Background: an optimization exercise with open tools, aiming at small area. Do not read the settings as production practice.
Where RTL was checked, it was by simulation tests only, not by an equivalence proof against the original.
No functional check of the RTL was part of runs 3 to 6.
No activity file was given, so power comes from the tool's default toggle rates.

**flow/config.mk**
```make
export PLATFORM = sky130hd
export DESIGN_NAME = top
export DESIGN_NICKNAME = top
export VERILOG_FILES = /design/flow/design.v
export SDC_FILE = /design/flow/constraint.sdc
export NUM_CORES = 4
export LEC_CHECK = 0
export ABC_AREA = 1
export CAP_MARGIN = 20
export CORE_MARGIN = 2
export CORE_UTILIZATION = 60
export CTS_BUF_LIST = sky130_fd_sc_hd__clkbuf_4 sky130_fd_sc_hd__clkbuf_8
export SLEW_MARGIN = 20
```
**flow/constraint.sdc**
```tcl
create_clock -name core_clock -period 10.0 [get_ports {clk100mhz}]
set_input_delay 2.0000 -clock core_clock [delete_from_list [all_inputs] [get_ports {clk100mhz}]]
set_output_delay 2.0000 -clock core_clock [all_outputs]
set_load 0.01 [all_outputs]
```
**flow/design.v**
```verilog
`timescale 1ns / 1ps
module top(
    input PS2_dat,
    input PS2_clk,
    input clk100mhz,
    input rst,
    input reset,
    output [7:0] anodes,
    output [7:0] cathodes
);
wire clk = clk100mhz;
reg [1:0] kc_s;
reg       kc_p;
reg [1:0] kd_s;
always @(posedge clk) begin
    if (rst)
        kc_s <= 2'b11;
    else
        kc_s <= {kc_s[0], PS2_clk};
    kc_p <= kc_s[1];    
    kd_s <= {kd_s[0], PS2_dat};
end
wire fall = kc_p & ~kc_s[1];
reg [3:0] cnt;
reg       bad;
reg [7:0] kbuf;
wire ws = (cnt == 4'd0);
always @(posedge clk) begin
    if (rst) begin
        cnt <= 4'd0;
        bad <= 1'b1;
    end
    else if (fall) begin
        cnt <= (cnt == 4'd10) ? 4'd0 : cnt + 4'd1;
        if (ws)
            bad <= PS2_dat;
        else if (!bad && cnt == 4'd9)
            bad <= (~^kbuf) != kd_s[1];
        else if (!bad && cnt == 4'd10)
            bad <= ~PS2_dat;
    end
end
always @(posedge clk)
    if (fall && !bad && !ws && cnt <= 4'd8)
        kbuf <= {kd_s[1], kbuf[7:1]};
reg [3:0] nib;
reg       isdig;
always @(*) begin
    isdig = 1'b1;
    case (kbuf)
    8'h45: nib = 4'h0;
    8'h16: nib = 4'h1;
    8'h1E: nib = 4'h2;
    8'h26: nib = 4'h3;
    8'h25: nib = 4'h4;
    8'h2E: nib = 4'h5;
    8'h36: nib = 4'h6;
    8'h3D: nib = 4'h7;
    8'h3E: nib = 4'h8;
    8'h46: nib = 4'h9;
    8'h1C: nib = 4'hA;
    8'h32: nib = 4'hB;
    8'h21: nib = 4'hC;
    8'h23: nib = 4'hD;
    8'h24: nib = 4'hE;
    8'h2B: nib = 4'hF;
    default: begin nib = 4'hx; isdig = 1'b0; end
    endcase
end
wire isent = (kbuf == 8'h5A);
wire isF0  = (kbuf == 8'hF0);
reg [2:0] mst;
reg       rel;
always @(posedge clk) begin
    if (rst) begin
        mst <= 3'd0;
        rel <= 1'b0;
    end
    else case (mst)
    3'd0: if (ws) begin
        if (!bad) begin
            if (isF0)
                rel <= 1'b1;
            else if (rel)
                rel <= 1'b0;
        end
        mst <= (!bad && !isF0 && rel) ? 3'd1 : 3'd4;
    end
    3'd1: mst <= 3'd2;
    3'd2: mst <= 3'd3;
    3'd3: mst <= ws ? 3'd4 : 3'd0;
    default: if (!ws) mst <= 3'd0;
    endcase
end
wire dig_now = (mst == 3'd1) & isdig;    
wire ent_now = (mst == 3'd1) & isent;
wire dig_1   = (mst == 3'd2) & isdig;    
wire dig_2   = (mst == 3'd3) & isdig;    
reg       ra, rb;
reg [8:0] streak;
reg       dout, den;
wire tmp = (streak == 9'h100);    
always @(posedge clk) begin
    if (rst) begin
        ra <= 1'b0;
        rb <= 1'b0;
        streak <= 9'd0;
        dout <= 1'b0;
        den <= 1'b0;
    end
    else begin
        ra <= reset;
        rb <= ra;
        streak <= (rb == dout) ? 9'd0 : {streak[7:0], streak[8] ^ streak[4] ^ ~|streak[7:0]};
        den <= tmp & rb;
        if (tmp)
            dout <= rb;
    end
end
reg [31:0] D;
reg [3:0]  Dm;      
reg [15:0] U;
reg        Fd;      
reg        H;       
wire        fsm_ro;
wire [15:0] fsm_res;
wire dbl = H & ~Fd;              
wire e1  = dbl & dig_2;          
wire c1  = dbl & rb;             
wire hold = den & ~Fd & ~fsm_ro;
wire sh  = (dig_1 | e1) & ~hold;                            
wire zh  = rst | (~hold & ((dig_1 & c1) | (e1 & ra) | (~(dig_1 | e1) & (ra | c1))));   
wire zl  = rst | (~hold & ((dig_1 | e1) ? (e1 & ra) : (ra | c1)));                      
wire [31:0] numb = {zh ? 28'd0 : (sh ? D[27:0] : D[31:4]),
                    zl ? 4'd0 : (sh ? nib : D[3:0])};
wire [3:0]  mcnt = (zh & ~zl) ? 4'd1 : (zh ? 4'd0 : (sh ? (Dm[3] ? Dm : Dm + 4'd1) : Dm));
always @(posedge clk) begin
    D  <= numb;
    Dm <= mcnt;
    if (rst) begin
        Fd <= 1'b0;
        H  <= 1'b0;
    end
    else begin
        H <= den & ~fsm_ro;
        if (fsm_ro)
            Fd <= 1'b1;
        else if (H)
            Fd <= 1'b0;
    end
end
always @(posedge clk)
    if (fsm_ro && !Fd)
        U <= D[31:16];
localparam [3:0] S0 = 4'd0, S1 = 4'd1, S2 = 4'd2, S3 = 4'd3, S4 = 4'd4,
                 S5A = 4'd5, S5B = 4'd6, S6 = 4'd7, S0R = 4'd8, S0E = 4'd9,
                 S2F = 4'd10, S3F = 4'd11, S4F = 4'd12;
reg [3:0]  st;
reg        vs;      
reg [11:0] vm;      
wire [15:0] x = D[15:0];
wire xerr = x[15] ? ~&x[14:11] : (|x[14:12] | (x[11] & |x[10:0]));
reg [11:0] lowor;
integer k;
always @(*) begin
    lowor[0] = 1'b0;
    for (k = 1; k < 12; k = k + 1)
        lowor[k] = lowor[k-1] | x[k-1];
end
wire [11:0] xm = x[11:0] ^ ({12{x[15]}} & lowor);
wire vnz  = |vm;
wire verr = vm[11] & |vm[10:0];
always @(posedge clk) begin
    if (rst)
        st <= S0;
    else if (den)
        st <= (st == S5B || st == S0E) ? S0E : (st == S0R) ? S0R : S0;
    else case (st)
    S0, S0R, S0E: st <= S1;
    S1: if (ent_now) begin
        st <= Fd ? S2F : S2;
        if (!Fd) begin
            vs <= x[15];
            vm <= {xm[11] | xerr, xm[10:1], xm[0] | xerr};
        end
    end
    S2: st <= vs ? S3 : S4;
    S3: st <= S4;
    S4: st <= verr ? S5A : S6;
    S2F: st <= vs ? S3F : S4F;
    S3F: st <= S4F;
    S4F: st <= vnz ? S5A : S6;
    S5A, S5B: st <= S5B;
    S6: st <= S0R;
    default: st <= S0;
    endcase
end
assign fsm_ro = (st == S0R);
wire fsm_err = (st == S5B) || (st == S0E);
wire [10:0] na = vm[10:0];
wire        z3 = ~|na[10:3];
wire [10:0] r1 = {na[10:8] | ({3{z3}} & na[2:0]), na[7:3], na[2:0] & {3{~z3}}};
wire        z2 = ~|r1[10:7];
wire [10:0] r2 = {r1[10:7] | ({4{z2}} & r1[6:3]), z2 ? r1[2:0] : r1[6:4], r1[3] & ~z2, r1[2:0] & {3{~z2}}};
wire        z1 = ~|r2[10:9];
wire [10:0] r3 = z1 ? {r2[8:0], 2'd0} : r2;
wire        z0 = ~r3[10];
wire [10:0] r4 = z0 ? {r3[9:0], 1'b0} : r3;
wire [4:0]  ex = 5'd25 - {1'b0, z3, z2, z1, z0};
assign fsm_res = vm[11] ? {vs, 5'd26, 10'd0} : (|na) ? {vs, ex, r4[9:0]} : 16'd0;
wire [31:0] shown = Fd ? {U, fsm_res} : D;
wire [3:0]  shown_m = Fd ? 4'd4 : Dm;
reg [9:0] dc;
wire tick = (dc == 10'h238);
always @(posedge clk)
    if (rst)
        dc <= 10'h238;
    else
        dc <= {dc[8:0], dc[9] ^ dc[6] ^ tick};
reg [2:0] dg;
reg       blank;
reg [4:0] cc;       
reg [3:0] dn;
always @(*) begin
    case (dg)
    3'd0: dn = shown[3:0];
    3'd1: dn = shown[7:4];
    3'd2: dn = shown[11:8];
    3'd3: dn = shown[15:12];
    3'd4: dn = shown[19:16];
    3'd5: dn = shown[23:20];
    3'd6: dn = shown[27:24];
    default: dn = shown[31:28];
    endcase
end
always @(posedge clk) begin
    if (rst) begin
        dg <= 3'd0;
        blank <= 1'b1;
        cc <= 5'd31;
    end
    else if (tick) begin
        dg <= dg + 3'd1;
        if (!fsm_err) begin
            cc <= {1'b0, dn};
            blank <= ({1'b0, dg} >= shown_m);
        end
        else if (dg <= 3'd4) begin
            cc <= (dg == 3'd1) ? 5'd0 : (dg == 3'd4) ? 5'd14 : 5'd16;
            blank <= 1'b0;
        end
        else
            blank <= 1'b1;
    end
end
wire [2:0] lit = dg - 3'd1;
assign anodes = blank ? 8'hFF : ~(8'd1 << lit);
reg [6:0] seg;
always @(*) begin
    case (cc)
    5'd0:  seg = 7'b1000000;
    5'd1:  seg = 7'b1111001;
    5'd2:  seg = 7'b0100100;
    5'd3:  seg = 7'b0110000;
    5'd4:  seg = 7'b0011001;
    5'd5:  seg = 7'b0010010;
    5'd6:  seg = 7'b0000010;
    5'd7:  seg = 7'b1111000;
    5'd8:  seg = 7'b0000000;
    5'd9:  seg = 7'b0010000;
    5'd10: seg = 7'b0001000;
    5'd11: seg = 7'b0000011;
    5'd12: seg = 7'b1000110;
    5'd13: seg = 7'b0100001;
    5'd14: seg = 7'b0000110;
    5'd15: seg = 7'b0001110;
    5'd16: seg = 7'b1001100;
    5'd31: seg = 7'b1111111;
    default: seg = 7'bxxxxxxx;
    endcase
end
assign cathodes = {1'b1, seg};
endmodule
```
**flow/run.sh**
```bash
#!/bin/bash
# synth_recipe.tcl (not shown) runs the flow's synth.tcl, then flattens the netlist and writes it again
# the make line also repeats each setting of config.mk as NAME=value (left out here)
make -C /OpenROAD-flow-scripts/flow DESIGN_CONFIG=/design/flow/config.mk WORK_HOME=/design/flow/orfs CLKGATE_MAP_FILE= SYNTH_SCRIPT=/design/flow/synth_recipe.tcl finish
```
==> flow_summary.toml, run 1 <==
[placement]
gp_congestion = 0.871
placed_area_um2 = 7490
dp_hpwl_um = 12000
port_buffers = 19

[layout]
fillers = 1004
mostFrequentLayoutCell = "nand2_1"
final_util_pct = 68.8
stdcell_area_um2 = 7950
syn2layout_area_growth_pct = 10.7
layout_common_cells = "213 x nand2_1, 126 x inv_1, 95 x dfxtp_1"
drive_gt1_share_pct = 8.71
n_antenna_cell = 0
fin_nets = 993

[synth]
synth_ff_type = "dfxtp_1"
syn_area_per_cell_um2 = 7.70
ys_seq_area_share_pct = 41.9
async_reset_ff_share_pct = 0
syn_inst = 933
synth.distinct_cells = 56
synthesis.nets = 974
ys_seq_elements = 132
yosys_warnings = 1
synth.cell_area_um2 = 7190
synth_edf_count = 37

[status]
outcome = "complete, no violations"

[route]
wl_per_cell_um = 14.8
vias = 6125
viasPerCell = 5.53
drc = 0
initialDrtViolationCount = 501
first_pass_iters = 5
ant_nets = 0
drt-total-wl_um = 16300

[timing]
fin_hold_ws_ns = 0.344
drv_slew = 0
hold_viol = 0
min_period_ns = 4.50
worst-slew-pin-transition_ns = 1.02
finClkSkew_ns = 0.0145
rsz0062_at_grt = "no"
finalSetupViolCount = 0
layout_worst_path_cycle_share_pct = 45.0
max_freq_ghz = 0.222
maxSlewHeadroom_pct = 31.9
tns_ns = 0

[cts]
cts_setup_buffers = 0
cts_tree = "built"
clockRootBuffer = "clkbuf_8"
postCtsHoldBufs = 0
cts.sinks = 132
cts_buffer_depth = 2
cts_made_buffers = 17
h-tree-depth = 4
clk_pin_slew_ns = 0.07
cts_resized = 0
clock_latency_ns = 0.44

[floorplanning]
die_area_um2 = 12900
io_pins = 21
core-area_um2 = 11600
start_util_pct = 62.1
die_width_um = 113
rows = 39
fp.dieH_um = 113

[pwr]
power_density_nw_per_um2 = 146
ir_drop_uv = 120
p_leak_nw = 3.41
p_total_mw = 1.16

[grt]
grt_first_pass_wirelength_um = 27800
grt_pass1_vias = 5926
grt_max_degree = 37
grt_usage_pct = 26.9
grt-ovfl-total = 0
grt_antenna_before_repair = 0

[setup_path]
worstReg2RegStart = "Fd"
crit_path_max_incr_delay_ns = 0.67
reg2reg_slack_ns = 6.19
required_ns = 8.00
cp-start-kind = "register"
worstPathCellList = "inv_1 -> ha_1 -> inv_1 -> nand3_1 -> clkdlybuf4s50_1"
cp_max_fo = 14
r2r_end = "seg[3]"
cp_slowest_cell = "dfxtp_1"
crit_type = "register to output pin"
crit_top_cell = "inv_1"
cp_data_arrival_time_ns = 2.50
end_kind = "output pin"
r2r_cells = 14

[min_path]
hold_start = "kd_s[0]"
hold_depth = 0
min_to = "kd_s[1]"
hold_path.class = "register to register"

[flow_run]
max_cap_viol_count = 0
metrics by stage:
step                worst slack [ns]  instances
floorplan                       6.15        933
global placement                5.64       1075
detailed placement              5.58       1075
CTS                             5.51       1106
global route                    5.32       1107
finish                          5.50       1107
how the worst max path moves through the flow:
stage                     start         to  cells after the start
after CTS                 dg[2]  anodes[5]                      5
final                     dg[2]  anodes[5]                      5
after global placement      rst      vm[6]                      5
after global routing      dg[2]  anodes[5]                      5
after floorplan             rst      vm[0]                      4
after detailed placement    rst      vm[4]                      5
cell families (layout without fill, tap and decap cells):
family / count (synthesis) / in the layout / synth area share (%)
buffers and inverters: 153 / 184 / 8.20
AOI/OAI and AO/OA: 139 / 139 / 11.6
xor gates and xnor gates: 19 / 19 / 2.32
adders and majority gates: 36 / 36 / 6.27
DFF: 132 / 132 / 41.9
and+or+nand+nor: 453 / 453 / 29.6
other: 1 / 1 / 0.0522
layer usage:
| metal | global-route usage (%) | part of all wire (%) | vias to the layer above |
|---|---|---|---|
| li1 | - | - | 3090 |
| met1 | 33.6 | 44 | 2830 |
| met2 | 45.9 | 50 | 179 |
| met3 | 5.42 | 4.4 | 26 |
| met4 | 10.4 | 1.6 | 0 |
| met5 | 0 | 0 | - |
cells in the mapped netlist (all sizes together) (2+ instances only):
cell / instances / area share (%)
nand2: 236 / 14
nor3b: 2 / 0.21
a32o: 5 / 0.70
a211oi: 6 / 0.63
clkbuf: 18 / 0.94
xnor2: 6 / 0.73
nand4: 12 / 1.0
nand3: 64 / 4.6
ha: 36 / 6.3
a31oi: 7 / 0.61
o31ai: 2 / 0.21
nor3: 26 / 1.8
nor2: 95 / 6.0
or2: 7 / 0.61
xor2: 13 / 1.6
inv: 129 / 6.8
dfxtp: 95 / 26
a2111oi: 3 / 0.37
nand3b: 2 / 0.21
nor4: 6 / 0.52
a21oi: 65 / 4.8
a221oi: 3 / 0.37
o211ai: 3 / 0.31
a21boi: 2 / 0.26
buf: 5 / 0.37
edfxtp: 37 / 15
o21ai: 33 / 2.3
o22ai: 3 / 0.26
sequential cells by signal, indices dropped and copies added (netlist names), 2 cells and up:
name	cells
D	32
U	16
vm	12
dc	10
streak	9
kbuf	8
seg	7
cc	5
Dm	4
cnt	4
st	4
dg	3
mst	3
kc_s	2
kd_s	2
area by class of cell:
| class | count | area, µm² | share of cell area (%) |
|---|---|---|---|
| multi-input combinational | 648 | 3590 | 45.2 |
| sequential | 132 | 3010 | 37.9 |
| inverter | 130 | 495 | 6.23 |
| clock buffer | 23 | 310 | 3.90 |
| timing repair buffer | 23 | 218 | 2.74 |
| tap | 143 | 179 | 2.25 |
| clock inverter | 8 | 145 | 1.82 |
critical path, delay by kind of cell (launching register included):
| family | cells | cell delay [ns] |
|---|---|---|
| AND/OR/NAND/NOR | 1 | 0.09 |
| flip-flops | 1 | 0.67 |
| buffers and inverters | 3 | 0.87 |
| adder cells (fa/ha/maj) | 1 | 0.43 |
power breakdown:
part           switching, mW  total [mW]  internal (mW)
clock                  0.200       0.506          0.306
sequential           0.00924       0.567          0.558
combinational         0.0580      0.0878         0.0298
total                  0.267        1.16          0.894
==> inputs of run 2 (changes only) <==
==> flow/flow/run.sh (new file) <==
#!/bin/bash
# Own layout flow: the standard ORFS flow (standard.sh) with three changes to how the
# layout is built, none to what it builds:
#  1. synthesis is the standard one (synth_recipe.tcl, the same passes and registers), except
#     that abc maps the combinational logic with an area-oriented script (abc_area2.script);
#  2. the port buffers are sky130_fd_sc_hd__buf_1 (every port still gets one);
#  3. clock tree synthesis uses clkbuf_4/clkbuf_8 and inserts no dummy loads.
# standard.log holds the full output of the ORFS run; ORFS keeps each step's log in orfs/logs.
set -euo pipefail
W=$(pwd)
{ cat flow/abc_override.tcl; cat synth_recipe.tcl; } > my_synth.tcl
sed "s#SYNTH_SCRIPT=[^ ]*#SYNTH_SCRIPT=$W/my_synth.tcl#" standard.sh > my_standard.sh
grep -q "SYNTH_SCRIPT=$W/my_synth.tcl" my_standard.sh
export MY_ABC_SCRIPT=$W/flow/abc_area2.script
export BUFFER_PORTS_ARGS="-buffer_cell sky130_fd_sc_hd__buf_1"
export CTS_ARGS="-sink_clustering_enable -repair_clock_nets -buf_list {sky130_fd_sc_hd__clkbuf_4 sky130_fd_sc_hd__clkbuf_8} -dont_use_dummy_load"
bash my_standard.sh > standard.log 2>&1
==> flow/flow/abc_area2.script (new file) <==
strash; &get -n; &fraig -x; &put; scorr; dc2; dretime; strash; &get -n; &dch -f; &nf -R 1000; &put; strash; &get -n; &dch -f; &nf -R 1000; &put
==> flow/flow/abc_override.tcl (new file) <==
# Same synthesis as synth_recipe.tcl, but abc maps the logic with the script in MY_ABC_SCRIPT
# (an area-oriented script) instead of ORFS's abc_area.script. abc only maps combinational
# logic: registers, their names and cell types are those of the standard synthesis.
proc abc {args} {
  set i [lsearch -exact $args -script]
  if {$i >= 0} { lset args [expr {$i + 1}] $::env(MY_ABC_SCRIPT) }
  yosys abc {*}$args
}
==> flow/standard.sh (new file) <==
#!/bin/bash
# synth_recipe.tcl (not shown) runs the flow's synth.tcl, then flattens the netlist and writes it again
# the make line also repeats each setting of config.mk as NAME=value (left out here)
make -C /OpenROAD-flow-scripts/flow DESIGN_CONFIG=/design/flow/config.mk WORK_HOME=/design/flow/orfs CLKGATE_MAP_FILE= SYNTH_SCRIPT=/design/flow/synth_recipe.tcl "${@:-finish}"
--- a/flow/config.mk
+++ b/flow/config.mk
@@ -11,3 +11,2 @@
 export CORE_UTILIZATION = 60
-export CTS_BUF_LIST = sky130_fd_sc_hd__clkbuf_4 sky130_fd_sc_hd__clkbuf_8
 export SLEW_MARGIN = 20
removed: flow/run.sh
==> run 2 against run 1 <==
  * Wire length is 12% lower
  * Non-clock buffer count is 4 higher
  * Via count is 12% lower
  * Critical path depth is 14 higher
  * Sequential cell count stayed put
  * Sequential share of layout area is 5.2 points higher
  * Synthesized cell count is 24% lower
  * Worst hold slack hardly changed
  * Core utilization is 1.4 points lower
  * Design area is 12% lower
  * Clock skew is 0.020 ns higher
  * Global-route usage is 0.93 points lower
  * Largest cell class unchanged
  * Largest power group unchanged
  * Highest routed layer unchanged
==> flow_summary.toml, run 2 <==
[layout]
syn2layout_area_growth_pct = 8.36
top_regs = "D (32), U (16), vm (12)"
regMostFlops = "D"
final_util_pct = 67.4
largest_reg_flops = 32
layout_common_cells = "120 x nand2_1, 95 x dfxtp_1, 75 x a21oi_1"
mostFrequentLayoutCell = "nand2_1"
fillers = 837
n_antenna_cell = 0
fin_nets = 799
drive_gt1_share_pct = 3.70

[timing]
finClkSkew_ns = 0.0340
max_freq_ghz = 0.192
min_period_ns = 5.21
hold_viol = 0
drv_slew = 0
rsz0062_at_grt = "no"
layout_setup_ws_ns = 4.79
worst-slew-pin-transition_ns = 1.01
tns_ns = 0
layout_worst_path_cycle_share_pct = 52.1
maxSlewHeadroom_pct = 32.1
finalSetupViolCount = 0

[synth]
synthesis.nets = 754
syn_area_per_cell_um2 = 9.04
yosysTopAreaCellShare_pct = 29.5
yosys.area_share.simple_pct = 21.8
synth_ff_type = "dfxtp_1"
synth.most_common_cell = "nand2_1"
synth_compound_area_share_pct = 18.2
synth.cell_area_um2 = 6450
synth_edf_count = 37
synth_xor_area_share_pct = 2.85
synth_top_cells_by_count = "120 x nand2_1, 95 x dfxtp_1, 75 x a21oi_1"
synthAdderAreaFrac_pct = 6.99
ys_seq_elements = 132
async_reset_ff_share_pct = 0
synth.top_cells.by_area = "dfxtp_1 29%, edfxtp_1 17%, ha_1 7.0%"
synth_top_family_by_area = "simple AND/OR/NAND/NOR gates"
syn_inst = 713
yosys_warnings = 1
synth.largest_area_cell = "dfxtp_1"
ys_seq_area_share_pct = 46.7
synth.distinct_cells = 55
muxShareOfSynthArea_pct = 1.57

[cts]
clock_latency_ns = 0.45
postCtsHoldBufs = 0
clk_pin_slew_ns = 0.05
clockRootBuffer = "clkbuf_8"
cts_buffer_depth = 2
cts_resized = 0
cts_made_buffers = 17
cts_setup_buffers = 0
cts_tree = "built"
cts.sinks = 132
h-tree-depth = 4

[setup_path]
cp_data_arrival_time_ns = 5.51
worstPathCellList = "nor4_1 -> and2_0 -> a21o_1 -> nor2_1 -> and3_1 -> a21boi_0 -> and2_0 -> clkinv_1 -> mux2i_1 -> and2_0 -> a221oi_1 -> o21ai_0 -> a21oi_1 -> o21ai_0 -> clkinv_1 -> nand2_1 -> nor2_1 -> a311oi_1 -> o21ai_0"
endpoint = "seg[3]"
cp_max_fo = 11
cp-start-kind = "register"
reg2reg_slack_ns = 4.79
cp_slowest_cell = "o21ai_0"
crit_type = "register to register"
end_kind = "register"
r2r_end = "seg[3]"
required_ns = 10.30
crit_path_max_incr_delay_ns = 0.79
startpoint = "vm[3]"
worstReg2RegStart = "vm[3]"
r2r_cells = 19

[pwr]
p_total_mw = 0.970
ir_drop_uv = 126
power_density_nw_per_um2 = 139
p_leak_nw = 2.42

[floorplanning]
io_pins = 21
die_area_um2 = 11600
start_util_pct = 62.2
core-area_um2 = 10400
fp.dieH_um = 108
rows = 37
die_width_um = 108

[route]
first_pass_iters = 5
vias = 5417
wl_per_cell_um = 16.2
initialDrtViolationCount = 378
drc = 0
ant_nets = 0
drt-total-wl_um = 14400
viasPerCell = 6.07

[grt]
grt_pass1_vias = 5026
grt_first_pass_wirelength_um = 23700
grt-ovfl-total = 0
grt_max_degree = 37
grt_usage_pct = 25.9
grt_antenna_before_repair = 0

[placement]
port_buffers = 19
dpl_worst_slack_ns = 4.86
gp_congestion = 0.976
dp_hpwl_um = 10100

[flow_run]
max_cap_viol_count = 0

[min_path]
hold_path.class = "register to register"

[status]
outcome = "complete, no violations"
[run 2: cell type report]
cell class,count,area [µm²],area share [%]
clock buffers,17,234,3.35
inverters,29,109,1.56
multi-input cells,551,3330,47.7
flip-flops and latches,132,3010,43.1
well taps,136,170,2.44
repair buffers,27,131,1.88
[run 2: where the power goes]
| group | internal, mW | switching [mW] |
|---|---|---|
| Combinational | 0.0303 | 0.0498 |
| Clock | 0.149 | 0.166 |
| Sequential | 0.561 | 0.0144 |
[run 2: layer usage]
metal	part of all wire, %	track usage, %	vias to the layer above
li1	-	-	2678
met1	44	32.5	2558
met5	0	0	-
met3	4.6	5.21	30
met4	2.1	11.0	0
met2	49	43.5	151
[run 2: per-stage QoR]
step	cells	area, µm²	hold WS (ns)
floorplan	713	6450	0.310
finish	892	6990	0.344
global route	892	6990	0.351
CTS	892	6980	0.352
global placement	875	6750	0.323
detailed placement	875	6750	0.316
[run 2: how the worst min path moves through the flow]
stage | end | from | depth (start not counted)
detailed placement | kd_s[1] | kd_s[0] | 0
CTS | kd_s[1] | kd_s[0] | 0
global route | kd_s[1] | kd_s[0] | 0
global placement | kd_s[1] | kd_s[0] | 0
finish | kd_s[1] | kd_s[0] | 0
floorplan | kd_s[1] | kd_s[0] | 0
[run 2: cells by family (layout without fill, tap and decap cells)]
logic type | count (synthesis) | count (layout)
compound gates | 189 | 189
xor+xnor | 21 | 21
fa+ha+maj | 36 | 36
buf+inv | 30 | 73
flops | 132 | 132
mux | 10 | 10
other cells | 1 | 1
simple gates | 294 | 294
[run 2: worst max-delay path, delay by kind of cell (launching register included)]
kind,cells,cell delay [ns]
buffers and inverters,2,0.62
multiplexers,1,0.24
flip-flops,1,0.41
AO/OA/AOI/OAI,8,2.02
AND/OR/NAND/NOR,8,1.79
==> inputs of run 3 (changes only) <==
--- a/flow/design.v
+++ b/flow/design.v
@@ -37,3 +37,3 @@
         else if (!bad && cnt == 4'd9)
-            bad <= (~^kbuf) != kd_s[1];
+            bad <= (par == kd_s[1]);     
         else if (!bad && cnt == 4'd10)
@@ -45,2 +45,10 @@
         kbuf <= {kd_s[1], kbuf[7:1]};
+reg par;
+always @(posedge clk)
+    if (fall) begin
+        if (ws)
+            par <= 1'b0;
+        else if (!bad && cnt <= 4'd8)
+            par <= par ^ kd_s[1];
+    end
 reg [3:0] nib;
@@ -222,15 +230,22 @@
 reg [4:0] cc;       
-reg [3:0] dn;
+reg [3:0] dn_d, dn_u, dn_r;
 always @(*) begin
     case (dg)
-    3'd0: dn = shown[3:0];
-    3'd1: dn = shown[7:4];
-    3'd2: dn = shown[11:8];
-    3'd3: dn = shown[15:12];
-    3'd4: dn = shown[19:16];
-    3'd5: dn = shown[23:20];
-    3'd6: dn = shown[27:24];
-    default: dn = shown[31:28];
-    endcase
-end
+    3'd0: dn_d = D[3:0];
+    3'd1: dn_d = D[7:4];
+    3'd2: dn_d = D[11:8];
+    3'd3: dn_d = D[15:12];
+    3'd4: dn_d = D[19:16];
+    3'd5: dn_d = D[23:20];
+    3'd6: dn_d = D[27:24];
+    default: dn_d = D[31:28];
+    endcase
+    case (dg[1:0])
+    2'd0: begin dn_u = U[3:0];   dn_r = fsm_res[3:0];   end
+    2'd1: begin dn_u = U[7:4];   dn_r = fsm_res[7:4];   end
+    2'd2: begin dn_u = U[11:8];  dn_r = fsm_res[11:8];  end
+    default: begin dn_u = U[15:12]; dn_r = fsm_res[15:12]; end
+    endcase
+end
+wire [3:0] dn = Fd ? (dg[2] ? dn_u : dn_r) : dn_d;
 always @(posedge clk) begin
@@ -239,3 +254,3 @@
         blank <= 1'b1;
-        cc <= 5'd31;
+        cc <= 5'd17;
     end
@@ -277,3 +292,3 @@
     5'd16: seg = 7'b1001100;
-    5'd31: seg = 7'b1111111;
+    5'd17: seg = 7'b1111111;
     default: seg = 7'bxxxxxxx;
==> run 3 against run 2 <==
  * Register-to-register slack got worse by 0.60 ns
  * Critical path type unchanged
  * Total power rose by 0.82%
  * Sequential share of layout area rose by 1.6 points
  * Clock skew fell by 0.0019 ns
==> flow_summary.toml, run 3 <==
[grt]
grt-ovfl-total = 0
grt_max_degree = 38
grt_first_pass_wirelength_um = 24300
grt_pass1_vias = 5070
grt_antenna_before_repair = 0
grt_usage_pct = 26.9

[layout]
multi_input_area_um2 = 3160
largest_reg_flops = 32
regMostFlops = "D"
n_antenna_cell = 0
fillers = 824
layout_common_cells = "111 x nor2_1, 95 x dfxtp_1, 67 x nand2_1"
syn2layout_area_growth_pct = 8.73
top_regs = "D (32), U (16), vm (12)"
seqCellArea_um2 = 3040
drive_gt1_share_pct = 3.65
mostFrequentLayoutCell = "nor2_1"
fin_nets = 769

[placement]
dpl_worst_slack_ns = 4.31
gp_congestion = 0.970
port_buffers = 19
dp_hpwl_um = 9950

[setup_path]
cp_slowest_cell = "a211oi_1"
cp_max_fo = 13
cp-start-kind = "register"
cp_data_arrival_time_ns = 6.13
required_ns = 10.32
end_kind = "register"
crit_path_max_incr_delay_ns = 0.81
crit_type = "register to register"
worstPathCellList = "or4_1 -> nor2_1 -> a21oi_1 -> nand2_1 -> a2111oi_1 -> buf_4 -> a21boi_0 -> nand2_1 -> a221oi_1 -> a21oi_1 -> a21oi_1 -> o21ai_0 -> a21oi_1 -> o21ai_0 -> and4_1 -> a211oi_1 -> clkinv_1 -> ha_1 -> nand2_1 -> nand2_1 -> o21ai_0 -> nand2b_1"

[floorplanning]
rows = 37
die_area_um2 = 11300
die_width_um = 106
fp.dieH_um = 106
start_util_pct = 61.2
core-area_um2 = 10200
io_pins = 21

[timing]
layout_worst_path_cycle_share_pct = 58.1
drv_slew = 0
min_period_ns = 5.81
maxSlewHeadroom_pct = 27.6
max_freq_ghz = 0.172
rsz0062_at_grt = "no"
layout_setup_ws_ns = 4.19
hold_viol = 0
worst-slew-pin-transition_ns = 1.08
finClkSkew_ns = 0.0322
finalSetupViolCount = 0
fin_hold_ws_ns = 0.329
tns_ns = 0

[synth]
syn_area_per_cell_um2 = 9.00
synth_top_cells_by_count = "111 x nor2_1, 95 x dfxtp_1, 67 x nand2_1"
syn_inst = 696
yosys_warnings = 1
synthesis.nets = 724
synthAdderAreaFrac_pct = 4.60
synth_top_family_by_area = "simple AND/OR/NAND/NOR gates"
yosysTopAreaCellShare_pct = 30.4
synth.cell_area_um2 = 6260
muxShareOfSynthArea_pct = 0.340
yosys.area_share.simple_pct = 26.6
ys_seq_area_share_pct = 48.6
synth_ff_type = "dfxtp_1"
synth.distinct_cells = 53
synth.top_cells.by_area = "dfxtp_1 30%, edfxtp_1 18%, nor2_1 6.7%"
ys_seq_elements = 133
synth_edf_count = 38
synth.most_common_cell = "nor2_1"
async_reset_ff_share_pct = 0
synth_xor_area_share_pct = 2.80
synth.largest_area_cell = "dfxtp_1"
synth_compound_area_share_pct = 15.8

[route]
wl_per_cell_um = 16.3
drc = 0
viasPerCell = 6.08
initialDrtViolationCount = 551
drt-total-wl_um = 14300
vias = 5318
first_pass_iters = 6
ant_nets = 0

[status]
outcome = "complete, no violations"

[cts]
cts_made_buffers = 17
cts.sinks = 133
cts_resized = 0
clock_latency_ns = 0.44
cts_buffer_depth = 2
h-tree-depth = 4
postCtsHoldBufs = 0
cts_tree = "built"
cts_setup_buffers = 0
clk_pin_slew_ns = 0.07
clockRootBuffer = "clkbuf_8"

[pwr]
p_leak_nw = 2.50
ir_drop_uv = 96.4
power_density_nw_per_um2 = 144

[min_path]
hold_path.class = "register to register"

[flow_run]
max_cap_viol_count = 0
==> run 3: cell count changes in the layout (fill, tap and decap cells not counted), sizes merged, moves of 7 or more <==
cell	change
a21oi	-32
a222oi	+9
clkinv	-11
ha	-13
mux2i	-8
nand2	-53
nand2b	+9
nand4	-7
nor2	+58
nor3	+33
==> run 3: cell families (layout without fill, tap and decap cells) <==
group                    after synthesis  after routing
flip-flops                           133            133
adder cells (fa/ha/maj)               23             23
multiplexers                           2              2
AO/OA/AOI/OAI                        155            155
AND/OR/NAND/NOR                      343            343
other                                  1              1
XOR/XNOR                              20             20
buffers and inverters                 19             62
==> run 3: final cells by class <==
cell class	count	area share, %
Inverter	18	0.992
Timing Repair Buffer	27	1.93
Tap cell	136	2.50
Multi-Input combinational cell	544	46.5
Clock buffer	17	3.44
Sequential cell	133	44.7
==> run 3: worst paths after layout <==
kind	to	cells after the start	slack, ns	startpoint
worst max-delay path	seg[3]	22	4.19	vm[7]
worst min-delay path	kd_s[1]	0	0.33	kd_s[0]
worst max register to register	seg[3]	22	4.19	vm[7]
worst min register to register	kd_s[1]	0	0.33	kd_s[0]
==> run 3: power breakdown <==
| group | internal (mW) | switching, mW |
|---|---|---|
| clock | 0.149 | 0.168 |
| combinational | 0.0296 | 0.0494 |
| sequential | 0.566 | 0.0161 |
| total | 0.744 | 0.234 |
==> run 3: metal layers <==
metal	vias to the layer above	part of all wire, %	GRT usage [%]	routed length [µm]
li1	2621	-	-	-
met1	2478	45	35.0	6360
met2	193	48	45.4	6870
met3	26	5.6	5.58	804
met4	0	1.7	7.80	240
met5	-	0	0	0
==> run 3: metrics by stage <==
stage	std cells	instance area, µm²	utilization, %	total power [mW]
after CTS	875	6800	66.5	0.983
final	875	6810	66.6	0.978
after floorplan	696	6260	-	0.645
after global routing	875	6810	66.6	1.02
after global placement	858	6570	64.2	0.667
after detailed placement	858	6570	64.2	0.669
==> run 3: critical path, delay by kind of cell, from the launching register on <==
family / cells / cell delay, ns
flops: 1 / 0.42
buf+inv: 2 / 0.49
compound gates: 11 / 2.59
simple gates: 8 / 1.87
fa+ha+maj: 1 / 0.33
==> inputs of run 4 (changes only) <==
--- a/flow/design.v
+++ b/flow/design.v
@@ -27,2 +27,5 @@
 wire ws = (cnt == 4'd0);
+wire c9  = cnt[3] & cnt[0];
+wire c10 = cnt[3] & cnt[1];
+wire le8 = ~(cnt[3] & (cnt[1] | cnt[0]));
 always @(posedge clk) begin
@@ -33,8 +36,8 @@
     else if (fall) begin
-        cnt <= (cnt == 4'd10) ? 4'd0 : cnt + 4'd1;
+        cnt <= c10 ? 4'd0 : cnt + 4'd1;
         if (ws)
             bad <= PS2_dat;
-        else if (!bad && cnt == 4'd9)
+        else if (!bad && c9)
             bad <= (par == kd_s[1]);     
-        else if (!bad && cnt == 4'd10)
+        else if (!bad && c10)
             bad <= ~PS2_dat;
@@ -43,3 +46,3 @@
 always @(posedge clk)
-    if (fall && !bad && !ws && cnt <= 4'd8)
+    if (fall && !bad && !ws && le8)
         kbuf <= {kd_s[1], kbuf[7:1]};
@@ -50,27 +53,17 @@
             par <= 1'b0;
-        else if (!bad && cnt <= 4'd8)
+        else if (!bad && le8)
             par <= par ^ kd_s[1];
     end
-reg [3:0] nib;
-reg       isdig;
+wire [5:0] kb = kbuf[5:0];
+wire [3:0] nib;
+assign nib[0] = ~((kb[3] & ~kb[5]) | (~kb[1] & ~kb[4]) | (kb[1] & kb[2] & kb[4] & kb[5]));
+assign nib[1] = (kb[0] & kb[3]) | (kb[3] & ~kb[5]) | (~kb[0] & ~kb[3] & kb[5]);
+assign nib[2] = (~kb[2] & ~kb[4]) | (kb[3] & ~kb[4]) | (kb[2] & ~kb[3] & kb[4] & kb[5]) | (~kb[1] & kb[5]);
+assign nib[3] = (kb[1] & kb[3] & kb[4] & kb[5]) | ~kb[2] | (~kb[0] & ~kb[4] & ~kb[5]) | (~kb[0] & ~kb[1]);
+reg isdig;
 always @(*) begin
-    isdig = 1'b1;
     case (kbuf)
-    8'h45: nib = 4'h0;
-    8'h16: nib = 4'h1;
-    8'h1E: nib = 4'h2;
-    8'h26: nib = 4'h3;
-    8'h25: nib = 4'h4;
-    8'h2E: nib = 4'h5;
-    8'h36: nib = 4'h6;
-    8'h3D: nib = 4'h7;
-    8'h3E: nib = 4'h8;
-    8'h46: nib = 4'h9;
-    8'h1C: nib = 4'hA;
-    8'h32: nib = 4'hB;
-    8'h21: nib = 4'hC;
-    8'h23: nib = 4'hD;
-    8'h24: nib = 4'hE;
-    8'h2B: nib = 4'hF;
-    default: begin nib = 4'hx; isdig = 1'b0; end
+    8'h45, 8'h16, 8'h1E, 8'h26, 8'h25, 8'h2E, 8'h36, 8'h3D,
+    8'h3E, 8'h46, 8'h1C, 8'h32, 8'h21, 8'h23, 8'h24, 8'h2B: isdig = 1'b1;
+    default: isdig = 1'b0;
     endcase
@@ -260,3 +253,3 @@
             cc <= {1'b0, dn};
-            blank <= ({1'b0, dg} >= shown_m);
+            blank <= Fd ? dg[2] : ({1'b0, dg} >= Dm);
         end
@@ -272,26 +265,10 @@
 assign anodes = blank ? 8'hFF : ~(8'd1 << lit);
-reg [6:0] seg;
-always @(*) begin
-    case (cc)
-    5'd0:  seg = 7'b1000000;
-    5'd1:  seg = 7'b1111001;
-    5'd2:  seg = 7'b0100100;
-    5'd3:  seg = 7'b0110000;
-    5'd4:  seg = 7'b0011001;
-    5'd5:  seg = 7'b0010010;
-    5'd6:  seg = 7'b0000010;
-    5'd7:  seg = 7'b1111000;
-    5'd8:  seg = 7'b0000000;
-    5'd9:  seg = 7'b0010000;
-    5'd10: seg = 7'b0001000;
-    5'd11: seg = 7'b0000011;
-    5'd12: seg = 7'b1000110;
-    5'd13: seg = 7'b0100001;
-    5'd14: seg = 7'b0000110;
-    5'd15: seg = 7'b0001110;
-    5'd16: seg = 7'b1001100;
-    5'd17: seg = 7'b1111111;
-    default: seg = 7'bxxxxxxx;
-    endcase
-end
+wire [6:0] seg;
+assign seg[0] = ~((~cc[0] & ~cc[2]) | (~cc[1] & ~cc[2] & cc[3]) | (cc[1] & ~cc[3]) | (~cc[0] & cc[3]) | (cc[1] & cc[2]) | (cc[0] & cc[2] & ~cc[3]));  
+assign seg[1] = ~((~cc[0] & ~cc[1] & ~cc[3]) | (~cc[0] & ~cc[2]) | (~cc[2] & ~cc[3] & ~cc[4]) | (cc[0] & cc[1] & ~cc[3]) | (cc[0] & ~cc[1] & cc[3]));  
+assign seg[2] = (~cc[0] & cc[2] & cc[3]) | (cc[4]) | (~cc[0] & cc[1] & ~cc[2] & ~cc[3]) | (cc[1] & cc[2] & cc[3]);  
+assign seg[3] = ~((cc[0] & cc[1] & ~cc[2]) | (cc[0] & ~cc[1] & cc[2]) | (~cc[0] & cc[1] & cc[2]) | (~cc[0] & ~cc[2] & ~cc[3] & ~cc[4]) | (~cc[1] & cc[3]));  
+assign seg[4] = (cc[0] & ~cc[1] & ~cc[2]) | (~cc[1] & cc[2] & ~cc[3]) | (cc[0] & ~cc[3]);  
+assign seg[5] = ~((~cc[0] & cc[2]) | (cc[1] & cc[3]) | (~cc[0] & ~cc[1]) | (~cc[2] & cc[3]) | (~cc[1] & cc[2] & ~cc[3]));  
+assign seg[6] = (~cc[0] & ~cc[1] & cc[2] & cc[3]) | (cc[0] & cc[1] & cc[2] & ~cc[3]) | (~cc[1] & ~cc[2] & ~cc[3]);  
 assign cathodes = {1'b1, seg};
--- a/flow/config.mk
+++ b/flow/config.mk
@@ -11,2 +11,3 @@
 export CORE_UTILIZATION = 60
+export GPL_TIMING_DRIVEN = 0
 export SLEW_MARGIN = 20
==> run 4 against run 3 <==
  * Largest power group unchanged
  * Design area down 4.3%
  * Clock skew down 0.0050 ns
  * Sequential power down 6.0%
==> flow_summary.toml, run 4 <==
[synth]
ys_seq_area_share_pct = 48.8
yosys_warnings = 1
synth_edf_count = 38
synth_ff_type = "dfxtp_1"
synth.largest_area_cell = "dfxtp_1"
synth_top_cells_by_count = "109 x nor2_1, 88 x dfxtp_1, 52 x nand2_1"
synth.top_cells.by_area = "dfxtp_1 30%, edfxtp_1 19%, nor2_1 6.9%"
ys_seq_elements = 126
synthesis.nets = 684
synth.cell_area_um2 = 5950
async_reset_ff_share_pct = 0
synth.most_common_cell = "nor2_1"
yosysTopAreaCellShare_pct = 29.6
synth.distinct_cells = 56
syn_inst = 660
syn_area_per_cell_um2 = 9.02

[min_path]
hold_depth = 0
hold_path.class = "register to register"

[floorplanning]
start_util_pct = 61.5
die_area_um2 = 10700
core-area_um2 = 9680
rows = 36
io_pins = 21
die_width_um = 104
fp.dieH_um = 104

[placement]
placed_area_um2 = 6280
dpl_worst_slack_ns = 5.41
port_buffers = 19
gp_congestion = 0.860
dp_hpwl_um = 9180
place_inst = 815

[cts]
clock_latency_ns = 0.44
cts_setup_buffers = 0
clk_pin_slew_ns = 0.06
clockRootBuffer = "clkbuf_8"
cts.sinks = 126
cts_tree = "built"
h-tree-depth = 4
postCtsHoldBufs = 0
cts_made_buffers = 17
cts_resized = 0
cts_buffer_depth = 2

[timing]
finClkSkew_ns = 0.0271
worst-slew-pin-transition_ns = 1.01
finalSetupViolCount = 0
max_freq_ghz = 0.217
fin_hold_ws_ns = 0.339
drv_slew = 0
maxSlewHeadroom_pct = 31.9
hold_viol = 0
tns_ns = 0
min_period_ns = 4.61
layout_setup_ws_ns = 5.39
rsz0062_at_grt = "no"
layout_worst_path_cycle_share_pct = 46.1

[pwr]
power_density_nw_per_um2 = 143
p_leak_nw = 2.35
p_total_mw = 0.929
ir_drop_uv = 117

[setup_path]
worst-path-buf-inv = 2
worstPathCellList = "clkinv_1 -> ha_1 -> nor2b_1 -> nand2_1 -> buf_1"
cp_data_arrival_time_ns = 2.61
crit_path_max_incr_delay_ns = 0.88
cp_max_fo = 24
required_ns = 8.00
crit_type = "register to output pin"
cp-start-kind = "register"
path_depth = 5
cp_slowest_cell = "dfxtp_1"
cp_top_family = "flip-flops"
r2r_cells = 16
end_kind = "output pin"

[route]
ant_nets = 0
wl_met1_um = 6300
met2_length_um = 6060
drt-total-wl_um = 13300
highest_layer = "met4"
vias = 5012
first_pass_iters = 5
drc = 0
wl_per_cell_um = 16.0
viasPerCell = 6.02
routed-wl-met3_um = 799
initialDrtViolationCount = 333

[layout]
mostFrequentLayoutCell = "nor2_1"
largest_reg_flops = 32
drive_gt1_share_pct = 4.15
final_util_pct = 67.3
syn2layout_area_growth_pct = 9.52
stdcell_count = 832
regMostFlops = "D"
top_regs = "D (32), U (16), vm (12)"
n_antenna_cell = 0
fin_nets = 725
stdcell_area_um2 = 6520
layout_common_cells = "106 x nor2_1, 88 x dfxtp_1, 52 x nand2_1"

[grt]
grt_pass1_vias = 4615
grt_first_pass_wirelength_um = 21800
grt_usage_pct = 25.4
grt_antenna_before_repair = 0
grt-ovfl-total = 0
grt_max_degree = 37

[flow_run]
max_cap_viol_count = 0

[status]
outcome = "complete, no violations"
==> run 4: cell count changes after synthesis, moves of 5 or more <==
cell      change
nand2_1      -15
dfxtp_1       -7
nand2b_1      -7
and3_1        -6
a211oi_1      +5
==> run 4: area by class of cell <==
class | count | area, µm²
Fill cell | 833 | 3170
Multi-Input combinational cell | 513 | 3010
Sequential cell | 126 | 2900
Clock buffer | 17 | 234
Tap cell | 133 | 166
Timing Repair Buffer | 22 | 125
Inverter | 20 | 75.1
Buffer | 1 | 7.51
==> run 4: metal layers <==
layer / global-route usage (%) / vias up
met5: 0 / -
met4: 10.0 / 0
met3: 6.48 / 15
met2: 38.5 / 143
met1: 34.9 / 2348
li1: - / 2506
==> run 4: power by group <==
group / switching (mW) / total (mW) / internal (mW)
registers: 0.0127 / 0.547 / 0.534
clock network: 0.161 / 0.310 / 0.149
logic: 0.0449 / 0.0726 / 0.0278
==> run 4: final timing paths <==
path | start | to | slack, ns
hold reg to reg | kd_s[0] | kd_s[1] | 0.34
setup / recovery | dg[2] | anodes[3] | 5.39
hold / removal | kd_s[0] | kd_s[1] | 0.34
setup reg to reg | vm[3] | cc[3] | 5.89
==> run 4: worst register-to-register path, stage by stage, from the launching register on <==
cell and delay (ns):
edfxtp_1 0.43, nor4_1 0.38, and3_1 0.32, a21oi_1 0.11, nand2_1 0.12, a2111oi_2 0.08
buf_2 0.20, a21boi_0 0.36, clkinv_1 0.15, o21ai_0 0.65, mux2_1 0.38, a21oi_1 0.15
nor2_1 0.05, o31ai_1 0.25, a311oi_1 0.14, o22ai_1 0.16, nor2_1 0.05
==> run 4: kinds of logic after synthesis <==
group,synth area share (%)
and+or+nand+nor,24.7
AOI/OAI and AO/OA,17.4
DFF,48.8
xor gates and xnor gates,3.09
buffers and inverters,1.39
adders and majority gates,3.99
muxes,0.547
other,0.0630
==> inputs of run 5 (changes only) <==
--- a/flow/config.mk
+++ b/flow/config.mk
@@ -8,3 +8,3 @@
 export ABC_AREA = 1
-export CAP_MARGIN = 20
+export CAP_MARGIN = 0
 export CORE_MARGIN = 2
@@ -12,2 +12,2 @@
 export GPL_TIMING_DRIVEN = 0
-export SLEW_MARGIN = 20
+export SLEW_MARGIN = 0
==> run 5 against run 4 <==
  * Critical path type unchanged
  * Highest routed layer unchanged
  * Design area down 0.52%
  * Total power down 0.30%
  * Via count up 0.34%
  * Clock power about the same
  * Wire length down 0.98%
  * Clock-buffer cell count unchanged
==> flow_summary.toml, run 5 <==
[setup_path]
reg2reg_slack_ns = 5.70
cp_data_arrival_time_ns = 2.60
worstPathCellList = "clkinv_1 -> ha_1 -> nor2b_1 -> nand2_1 -> buf_1"
crit_type = "register to output pin"
required_ns = 8.00
cp_max_fo = 24
crit_path_max_incr_delay_ns = 0.87
cp_slowest_cell = "dfxtp_1"
cp-start-kind = "register"
end_kind = "output pin"

[route]
first_pass_iters = 5
initialDrtViolationCount = 353
ant_nets = 0
vias = 5029
drc = 0
viasPerCell = 6.05
drt-total-wl_um = 13200
wl_per_cell_um = 15.9

[placement]
place_inst = 814
port_buffers = 19
dpl_worst_slack_ns = 4.53
gp_congestion = 0.860
dp_hpwl_um = 9170

[layout]
layout_common_cells = "107 x nor2_1, 88 x dfxtp_1, 52 x nand2_1"
top_regs = "D (32), U (16), vm (12)"
largest_reg_flops = 32
n_antenna_cell = 0
mostFrequentLayoutCell = "nor2_1"
regMostFlops = "D"
drive_gt1_share_pct = 3.58
syn2layout_area_growth_pct = 8.96
seqCellArea_um2 = 2900
fin_nets = 724
stdcell_count = 831
multi_input_area_um2 = 2980
fillers = 815

[synth]
ys_seq_area_share_pct = 48.8
synthesis.nets = 684
synth_top_cells_by_count = "109 x nor2_1, 88 x dfxtp_1, 52 x nand2_1"
synth.largest_area_cell = "dfxtp_1"
yosysTopAreaCellShare_pct = 29.6
synth.distinct_cells = 56
yosys_warnings = 1
synth.top_cells.by_area = "dfxtp_1 30%, edfxtp_1 19%, nor2_1 6.9%"
syn_area_per_cell_um2 = 9.02
syn_inst = 660
ys_seq_elements = 126
async_reset_ff_share_pct = 0
synth.cell_area_um2 = 5950
synth.most_common_cell = "nor2_1"
synth_edf_count = 38
synth_ff_type = "dfxtp_1"

[cts]
cts_setup_buffers = 0
h-tree-depth = 4
cts_tree = "built"
postCtsHoldBufs = 0
cts_made_buffers = 17
cts_resized = 0
clockRootBuffer = "clkbuf_8"
clock_latency_ns = 0.43
clk_pin_slew_ns = 0.06
cts.sinks = 126
cts_buffer_depth = 2

[pwr]
p_switching_mw = 0.216
p_leak_nw = 2.34
power_density_nw_per_um2 = 143
power_frac_clock_pct = 33.3
switching_share_pct = 23.3
p_comb_share_pct = 7.8
seqPwrFrac_pct = 59.0
ir_drop_uv = 121
internal-power_mw = 0.710

[grt]
grt_usage_pct = 25.6
grt_pass1_vias = 4649
grt_max_degree = 35
grt-ovfl-total = 0
grt_first_pass_wirelength_um = 22100
grt_antenna_before_repair = 0

[timing]
worst-slew-pin-transition_ns = 1.29
layout_worst_path_cycle_share_pct = 46.0
hold_viol = 0
tns_ns = 0
layout_setup_ws_ns = 5.40
finalSetupViolCount = 0
maxSlewHeadroom_pct = 13.2
min_period_ns = 4.60
finClkSkew_ns = 0.0280
fin_hold_ws_ns = 0.335
drv_slew = 0
max_freq_ghz = 0.217
rsz0062_at_grt = "no"

[status]
outcome = "complete, no violations"

[floorplanning]
fp.dieH_um = 104
die_area_um2 = 10700
core-area_um2 = 9680
rows = 36
die_width_um = 104
start_util_pct = 61.5
io_pins = 21

[min_path]
hold_path.class = "register to register"

[flow_run]
max_cap_viol_count = 0
==> run 5: cell types whose count changed in the layout (fill, tap and decap cells not counted), sizes merged <==
cell,previous run,this run
buf,23,21
clkbuf,17,18
==> run 5: final timing paths <==
path	end	depth (start not counted)	start
max	anodes[3]	5	dg[2]
min	kd_s[1]	0	kd_s[0]
max reg2reg	cc[3]	16	vm[7]
min reg2reg	kd_s[1]	0	kd_s[0]
==> run 5: cell type report <==
cell class                      instances  area share, %
Multi-Input combinational cell        513           46.0
Inverter                               20           1.16
Timing Repair Buffer                   21           1.78
Tap cell                              133           2.57
Clock buffer                           17           3.61
Sequential cell                       126           44.8
Buffer                                  1          0.116
==> run 5: cells by family after synthesis <==
kind of cell	synth area share, %
buffers and inverters	1.39
xor gates and xnor gates	3.09
AOI/OAI and AO/OA	17.4
muxes	0.547
DFF	48.8
other	0.0630
and+or+nand+nor	24.7
adders and majority gates	3.99
==> run 5: per-layer routing <==
metal	vias up	global-route usage, %	wire length, µm
li1	2500	-	-
met1	2358	35.8	6380
met2	152	38.2	5900
met3	19	6.67	689
met4	0	9.94	225
met5	-	0	0
==> run 5: stage by stage <==
stage	utilization, %	total power, mW	area [µm²]
6_report	67.0	0.927	6480
5_1_grt	67.0	0.963	6480
4_1_cts	66.9	0.933	6480
3_5_place_dp	64.5	0.628	6250
3_3_place_gp	63.9	0.626	6190
2_1_floorplan	-	0.607	5950
==> run 5: power groups by stage <==
stage | Clock [mW] | Sequential (mW) | Combinational, mW
final | 0.308 | 0.546 | 0.0719
after global routing | 0.334 | 0.548 | 0.0805
after CTS | 0.316 | 0.546 | 0.0714
after detailed placement | 0 | 0.557 | 0.0709
after global placement | 0 | 0.557 | 0.0697
after floorplan | 0 | 0.554 | 0.0536
==> run 5: worst max-delay path: cells and delay by family, from the launching register on <==
| family | cells | cell delay (ns) |
|---|---|---|
| DFF | 1 | 0.87 |
| buffers and inverters | 2 | 0.49 |
| adders and majority gates | 1 | 0.43 |
| and+or+nand+nor | 2 | 0.38 |
==> inputs of run 6 (changes only) <==
--- a/flow/config.mk
+++ b/flow/config.mk
@@ -8,6 +8,6 @@
 export ABC_AREA = 1
-export CAP_MARGIN = 0
+export CAP_MARGIN = 20
 export CORE_MARGIN = 2
 export CORE_UTILIZATION = 60
-export GPL_TIMING_DRIVEN = 0
-export SLEW_MARGIN = 0
+export GPL_TIMING_DRIVEN = 1
+export SLEW_MARGIN = 20
==> run 6 against run 5 <==
  * Combinational power increased by 0.7%
  * Sequential share of layout area about the same
  * Clock power about the same
  * Sequential cell count unchanged
  * Register-to-register slack improved by 0.23 ns
  * Largest power group unchanged
  * Wire length increased by 2.1%
  * First-iteration DRC count increased by 12%
  * Cell count unchanged
  * Worst setup slack improved by 0.082 ns
  * Largest cell class unchanged
  * Via count increased by 1.1%
  * Sequential power about the same
==> flow_summary.toml, run 6 <==
[status]
outcome = "complete, no violations"

[placement]
port_buffers = 19
gp_congestion = 0.843
place_inst = 814
dp_hpwl_um = 9310
dpl_worst_slack_ns = 5.71
placed_area_um2 = 6230

[cts]
cts_tree = "built"
clockRootBuffer = "clkbuf_8"
clock_latency_ns = 0.44
cts.sinks = 126
cts_made_buffers = 17
postCtsHoldBufs = 0
cts_resized = 0
cts_setup_buffers = 0
cts_buffer_depth = 2
h-tree-depth = 4
clk_pin_slew_ns = 0.06

[pwr]
internal-power_mw = 0.711
p_total_mw = 0.930
switching_share_pct = 23.6
ir_drop_uv = 101
power_frac_clock_pct = 33.4
p_comb_share_pct = 7.8
p_switching_mw = 0.220
seqPwrFrac_pct = 58.8
p_leak_nw = 2.33
power_density_nw_per_um2 = 143

[grt]
busiest_layer = "met2"
grt_usage_pct = 26.5
use_met1_pct = 37.4
grtUsageMet2_pct = 40.3
grt-ovfl-total = 0
grt_first_pass_wirelength_um = 22800
grt_max_degree = 37
grt_pass1_vias = 4763
gr-usage-met3_pct = 6.23
grt_antenna_before_repair = 0

[synth]
synth_top_cells_by_count = "109 x nor2_1, 88 x dfxtp_1, 52 x nand2_1"
async_reset_ff_share_pct = 0
synth.cell_area_um2 = 5950
synthesis.nets = 684
synth.most_common_cell = "nor2_1"
yosysTopAreaCellShare_pct = 29.6
synth.top_cells.by_area = "dfxtp_1 30%, edfxtp_1 19%, nor2_1 6.9%"
synth.distinct_cells = 56
ys_seq_elements = 126
synth_edf_count = 38
syn_area_per_cell_um2 = 9.02
ys_seq_area_share_pct = 48.8
yosys_warnings = 1
synth.largest_area_cell = "dfxtp_1"
syn_inst = 660
synth_ff_type = "dfxtp_1"

[floorplanning]
io_pins = 21
fp.dieH_um = 104
core-area_um2 = 9680
die_area_um2 = 10700
die_width_um = 104
start_util_pct = 61.5
rows = 36

[layout]
top_regs = "D (32), U (16), vm (12)"
n_antenna_cell = 0
mostFrequentLayoutCell = "nor2_1"
regMostFlops = "D"
syn2layout_area_growth_pct = 9.04
drive_gt1_share_pct = 3.87
fin_nets = 724
largest_reg_flops = 32
layout_common_cells = "107 x nor2_1, 88 x dfxtp_1, 52 x nand2_1"
stdcell_area_um2 = 6490
stdcell_count = 831

[route]
drt-total-wl_um = 13500
vias = 5084
drc = 0
wl_per_cell_um = 16.2
ant_nets = 0
first_pass_iters = 5
viasPerCell = 6.12
initialDrtViolationCount = 394

[timing]
worst-slew-pin-transition_ns = 0.962
finalSetupViolCount = 0
drv_slew = 0
max_freq_ghz = 0.221
rsz0062_at_grt = "no"
min_period_ns = 4.52
layout_worst_path_cycle_share_pct = 45.2
finClkSkew_ns = 0.0253
maxSlewHeadroom_pct = 35.3
hold_viol = 0
tns_ns = 0
layout_setup_ws_ns = 5.48

[min_path]
min_to = "kd_s[1]"
hold_start = "kd_s[0]"
hold_path.class = "register to register"
hold_depth = 0

[setup_path]
r2r_end = "cc[3]"
cp_slowest_cell = "dfxtp_1"
crit_path_max_incr_delay_ns = 0.86
crit_type = "register to output pin"
cp-start-kind = "register"
worstPathCellList = "clkinv_1 -> ha_1 -> nor2b_1 -> nand2_1 -> buf_1"
reg2reg_slack_ns = 5.93
r2r_cells = 15
end_kind = "output pin"
cp_max_fo = 24
startpoint = "dg[2]"
cp_data_arrival_time_ns = 2.52
worstReg2RegStart = "vm[5]"
required_ns = 8.00

[flow_run]
max_cap_viol_count = 0
run 6: power groups by stage:
stage	sequential (mW)	combinational (mW)	clock [mW]
floorplan	0.554	0.0536	0
global placement	0.557	0.0686	0
detailed placement	0.557	0.0703	0
CTS	0.546	0.0709	0.320
global route	0.548	0.0807	0.338
finish	0.547	0.0724	0.311
run 6: worst max-delay path by stage:
stage | endpoint | slack [ns]
final | anodes[2] | 5.48
after global routing | anodes[1] | 5.26
after CTS | anodes[2] | 5.48
after detailed placement | cc[3] | 5.71
after global placement | D[14] | 5.88
after floorplan | cc[3] | 5.33
run 6: per-stage QoR:
step | hold WS (ns) | utilization, %
3_5_place_dp | 0.312 | 64.3
4_1_cts | 0.328 | 66.7
5_1_grt | 0.334 | 67.0
3_3_place_gp | 0.317 | 64.2
2_1_floorplan | 0.310 | -
6_report | 0.328 | 67.0
run 6: final cells by class:
| type | instances | area (µm²) |
|---|---|---|
| repair buffers | 22 | 93.8 |
| multi-input cells | 513 | 3020 |
| clock buffers | 17 | 234 |
| fillers | 835 | 3190 |
| inverters | 20 | 75.1 |
| well taps | 133 | 166 |
| flip-flops and latches | 126 | 2900 |
run 6: logic make-up after synthesis:
| group | synth area share, % |
|---|---|
| simple gates | 24.7 |
| compound gates | 17.4 |
| flops | 48.8 |
| xor+xnor | 3.09 |
| buf+inv | 1.39 |
| fa+ha+maj | 3.99 |
| mux | 0.547 |
| other cells | 0.0630 |
run 6: worst max-delay path, delay by kind of cell (launching register included):
family | cells | cell delay [ns]
buf+inv | 2 | 0.47
flops | 1 | 0.86
simple gates | 2 | 0.35
fa+ha+maj | 1 | 0.41
run 6: metal layers:
metal	vias to the layer above	share of wire [%]
met5	-	0
met4	0	1.4
met3	20	7.3
met2	194	45
met1	2365	46
li1	2505	-
==> inputs of run 7 (changes only) <==
--- a/flow/design.v
+++ b/flow/design.v
@@ -27,5 +27,2 @@
 wire ws = (cnt == 4'd0);
-wire c9  = cnt[3] & cnt[0];
-wire c10 = cnt[3] & cnt[1];
-wire le8 = ~(cnt[3] & (cnt[1] | cnt[0]));
 always @(posedge clk) begin
@@ -36,8 +33,8 @@
     else if (fall) begin
-        cnt <= c10 ? 4'd0 : cnt + 4'd1;
+        cnt <= (cnt == 4'd10) ? 4'd0 : cnt + 4'd1;
         if (ws)
             bad <= PS2_dat;
-        else if (!bad && c9)
+        else if (!bad && cnt == 4'd9)
             bad <= (par == kd_s[1]);     
-        else if (!bad && c10)
+        else if (!bad && cnt == 4'd10)
             bad <= ~PS2_dat;
@@ -46,3 +43,3 @@
 always @(posedge clk)
-    if (fall && !bad && !ws && le8)
+    if (fall && !bad && !ws && cnt <= 4'd8)
         kbuf <= {kd_s[1], kbuf[7:1]};
@@ -53,3 +50,3 @@
             par <= 1'b0;
-        else if (!bad && le8)
+        else if (!bad && cnt <= 4'd8)
             par <= par ^ kd_s[1];
@@ -253,3 +250,3 @@
             cc <= {1'b0, dn};
-            blank <= Fd ? dg[2] : ({1'b0, dg} >= Dm);
+            blank <= ({1'b0, dg} >= shown_m);
         end
--- a/flow/config.mk
+++ b/flow/config.mk
@@ -11,3 +11,2 @@
 export CORE_UTILIZATION = 60
-export GPL_TIMING_DRIVEN = 1
 export SLEW_MARGIN = 20
==> run 7 against run 6 <==
  * Die area rose by 0.62%
  * Cell count fell by 2.2%
  * Largest cell class unchanged
  * Global-route usage fell by 0.32 points
  * Critical endpoint is now anodes[1]
  * Non-clock buffer count rose by 3
  * Register-to-register slack barely moved
  * Worst hold slack improved by 0.024 ns
  * Highest routed layer unchanged
  * Area after synthesis rose by 0.65%
  * Wire length fell by 0.33%
  * First-iteration DRC count rose by 27%
  * Clock skew barely moved
  * Core utilization rose by 0.13 points
  * Total power fell by 1.5%
==> flow_summary.toml, run 7 <==
[cts]
cts_buffer_depth = 2
cts.sinks = 126
clk_pin_slew_ns = 0.06
clockRootBuffer = "clkbuf_8"
cts_setup_buffers = 0
cts_tree = "built"
cts_made_buffers = 17
h-tree-depth = 4
postCtsHoldBufs = 0
clock_latency_ns = 0.43
cts_resized = 0

[setup_path]
crit_type = "register to output pin"
cp_data_arrival_time_ns = 2.42
crit_path_max_incr_delay_ns = 0.74
cp-start-kind = "register"
cp_slowest_cell = "dfxtp_1"
required_ns = 8.00
end_kind = "output pin"
worstPathCellList = "clkinv_1 -> ha_1 -> nor2b_1 -> nand2_1 -> buf_1"
cp_top_family = "flip-flops"
worst-path-buf-inv = 2
cp_max_fo = 19

[floorplanning]
die_area_um2 = 10800
fp.dieH_um = 104
die_width_um = 104
io_pins = 21
start_util_pct = 61.6
rows = 36
core-area_um2 = 9730

[grt]
grt_usage_pct = 26.2
grt_pass1_vias = 4612
grt_antenna_before_repair = 0
grt_max_degree = 39
grt-ovfl-total = 0
grt_first_pass_wirelength_um = 22700

[timing]
min_period_ns = 4.42
hold_viol = 0
worst-slew-pin-transition_ns = 1.11
rsz0062_at_grt = "no"
drv_slew = 0
finalSetupViolCount = 0
fin_hold_ws_ns = 0.352
layout_worst_path_cycle_share_pct = 44.2
maxSlewHeadroom_pct = 26.2
finClkSkew_ns = 0.0250
max_freq_ghz = 0.226
layout_setup_ws_ns = 5.58
tns_ns = 0

[min_path]
hold_path.class = "register to register"

[synth]
yosys_warnings = 1
ys_seq_area_share_pct = 48.5
syn_inst = 639
syn_area_per_cell_um2 = 9.38
synth_edf_count = 38
yosysTopAreaCellShare_pct = 29.4
synth.distinct_cells = 57
synth_ff_type = "dfxtp_1"
synth.cell_area_um2 = 5990
synth.most_common_cell = "dfxtp_1"
async_reset_ff_share_pct = 0
synth.top_cells.by_area = "dfxtp_1 29%, edfxtp_1 19%, nor2_1 5.4%"
synthesis.nets = 661
synth_top_cells_by_count = "88 x dfxtp_1, 86 x nor2_1, 64 x nand2_1"
synth.largest_area_cell = "dfxtp_1"
ys_seq_elements = 126

[placement]
placed_area_um2 = 6270
port_buffers = 19
place_inst = 795
dpl_worst_slack_ns = 5.83
gp_congestion = 0.900
dp_hpwl_um = 9570

[route]
first_pass_iters = 5
drc = 0
vias = 4910
drt-total-wl_um = 13400
ant_nets = 0
initialDrtViolationCount = 501
wl_per_cell_um = 16.5
viasPerCell = 6.04

[pwr]
seqPwrFrac_pct = 59.3
power_frac_clock_pct = 33.6
internal-power_mw = 0.707
p_comb_share_pct = 7.1
power_density_nw_per_um2 = 140
ir_drop_uv = 107
p_switching_mw = 0.209
p_total_mw = 0.916
switching_share_pct = 22.9
p_leak_nw = 2.20

[layout]
drive_gt1_share_pct = 3.82
largest_reg_flops = 32
n_antenna_cell = 0
mostFrequentLayoutCell = "dfxtp_1"
final_util_pct = 67.1
fin_nets = 704
stdcell_area_um2 = 6530
regMostFlops = "D"
top_regs = "D (32), U (16), vm (12)"
layout_common_cells = "88 x dfxtp_1, 85 x nor2_1, 64 x nand2_1"
syn2layout_area_growth_pct = 9.04
stdcell_count = 813

[flow_run]
max_cap_viol_count = 0

[status]
outcome = "complete, no violations"
## run 7: changes by cell type after synthesis, moves of 4 or more
cell and change:
nor3_1 -32, mux2i_1 +29, o21ai_0 +6, nand2b_1 +5, nand2_1 +12, nor2_1 -23
nor3b_1 +4, nand3_1 -4, a21oi_1 -5
## run 7: worst paths after layout
path                            startpoint         to  slack [ns]  depth (start not counted)
worst max-delay path                 dg[2]  anodes[1]        5.58                          5
worst max register to register       vm[3]      cc[3]        5.93                         19
worst min-delay path               kd_s[0]    kd_s[1]        0.35                          0
worst min register to register     kd_s[0]    kd_s[1]        0.35                          0
## run 7: cell type report
cell class | instances | area (µm²)
clock buffer | 17 | 234
fill | 836 | 3200
inverter | 17 | 63.8
multi-input combinational | 495 | 3040
sequential | 126 | 2900
tap | 133 | 166
timing repair buffer | 25 | 129
## run 7: cell families after synthesis
| kind of cell | synth area share, % |
|---|---|
| simple gates | 21.1 |
| compound gates | 17.4 |
| flops | 48.5 |
| mux | 5.20 |
| xor+xnor | 3.07 |
| buf+inv | 1.19 |
| fa+ha+maj | 3.55 |
| other cells | 0.0626 |
## run 7: metal layers
layer  share of wire, %  GRT usage, %
met2                 49          43.8
met3                5.0          5.58
met5                  0             0
met4                1.2          7.53
met1                 45          34.4
## run 7: worst reg2reg max path, cell delays in order, from the launching register on
cell and delay (ns):
edfxtp_1 0.43, nor4_1 0.37, and3_1 0.30, a21oi_1 0.16
nand2_1 0.14, a2111oi_1 0.07, buf_4 0.17, a21boi_0 0.31
nand3_1 0.44, nor3_1 0.31, a21oi_1 0.09, mux2i_1 0.18
a22oi_1 0.11, o22ai_1 0.19, nor2_1 0.06, a211oi_1 0.23
o21ai_0 0.10, nor2_1 0.15, o22ai_1 0.09, nor2_1 0.10
## run 7: power by group through the flow
stage	logic, mW	registers, mW	clock network, mW
final	0.0651	0.543	0.308
after global routing	0.0722	0.544	0.340
after CTS	0.0648	0.543	0.314
after global placement	0.0630	0.553	0
after detailed placement	0.0646	0.554	0
after floorplan	0.0468	0.551	0

-- afterwards: timing with drivers on the ports --
Ports are ideal in the flow. The routed layouts listed here were re-timed in OpenROAD. Step 1 assumes that a clkbuf_16 drives the clock port and a buf_2 every other input. Step 2, shift: input delay + t, output delay - t, t = (earliest + latest rising clock arrival at the registers) / 2. This alone moves slack from input paths to output paths. Three values: ideal ports, drivers, drivers and shift; two values: the first two.
run	t, ns	setup WS [ns]	latest minus earliest clock arrival (ns)
run 1	0.473	5.502 / 5.467 / 5.581	0.016 / 0.016
run 2	0.467	4.787 / 4.787 / 4.787	0.034 / 0.034
run 3	0.455	4.189 / 4.189 / 4.189	0.032 / 0.033
run 4	0.462	5.388 / 5.353 / 5.750	0.027 / 0.027
run 5	0.456	5.399 / 5.363 / 5.265	0.028 / 0.028
run 6	0.456	5.481 / 5.447 / 5.903	0.026 / 0.026
run 7	0.451	5.584 / 5.551 / 5.796	0.025 / 0.025
After both steps every run listed still meets setup and hold. For run 5, which loses most, drivers alone change the setup slack by -0.036 ns; drivers and shift together by -0.134 ns.
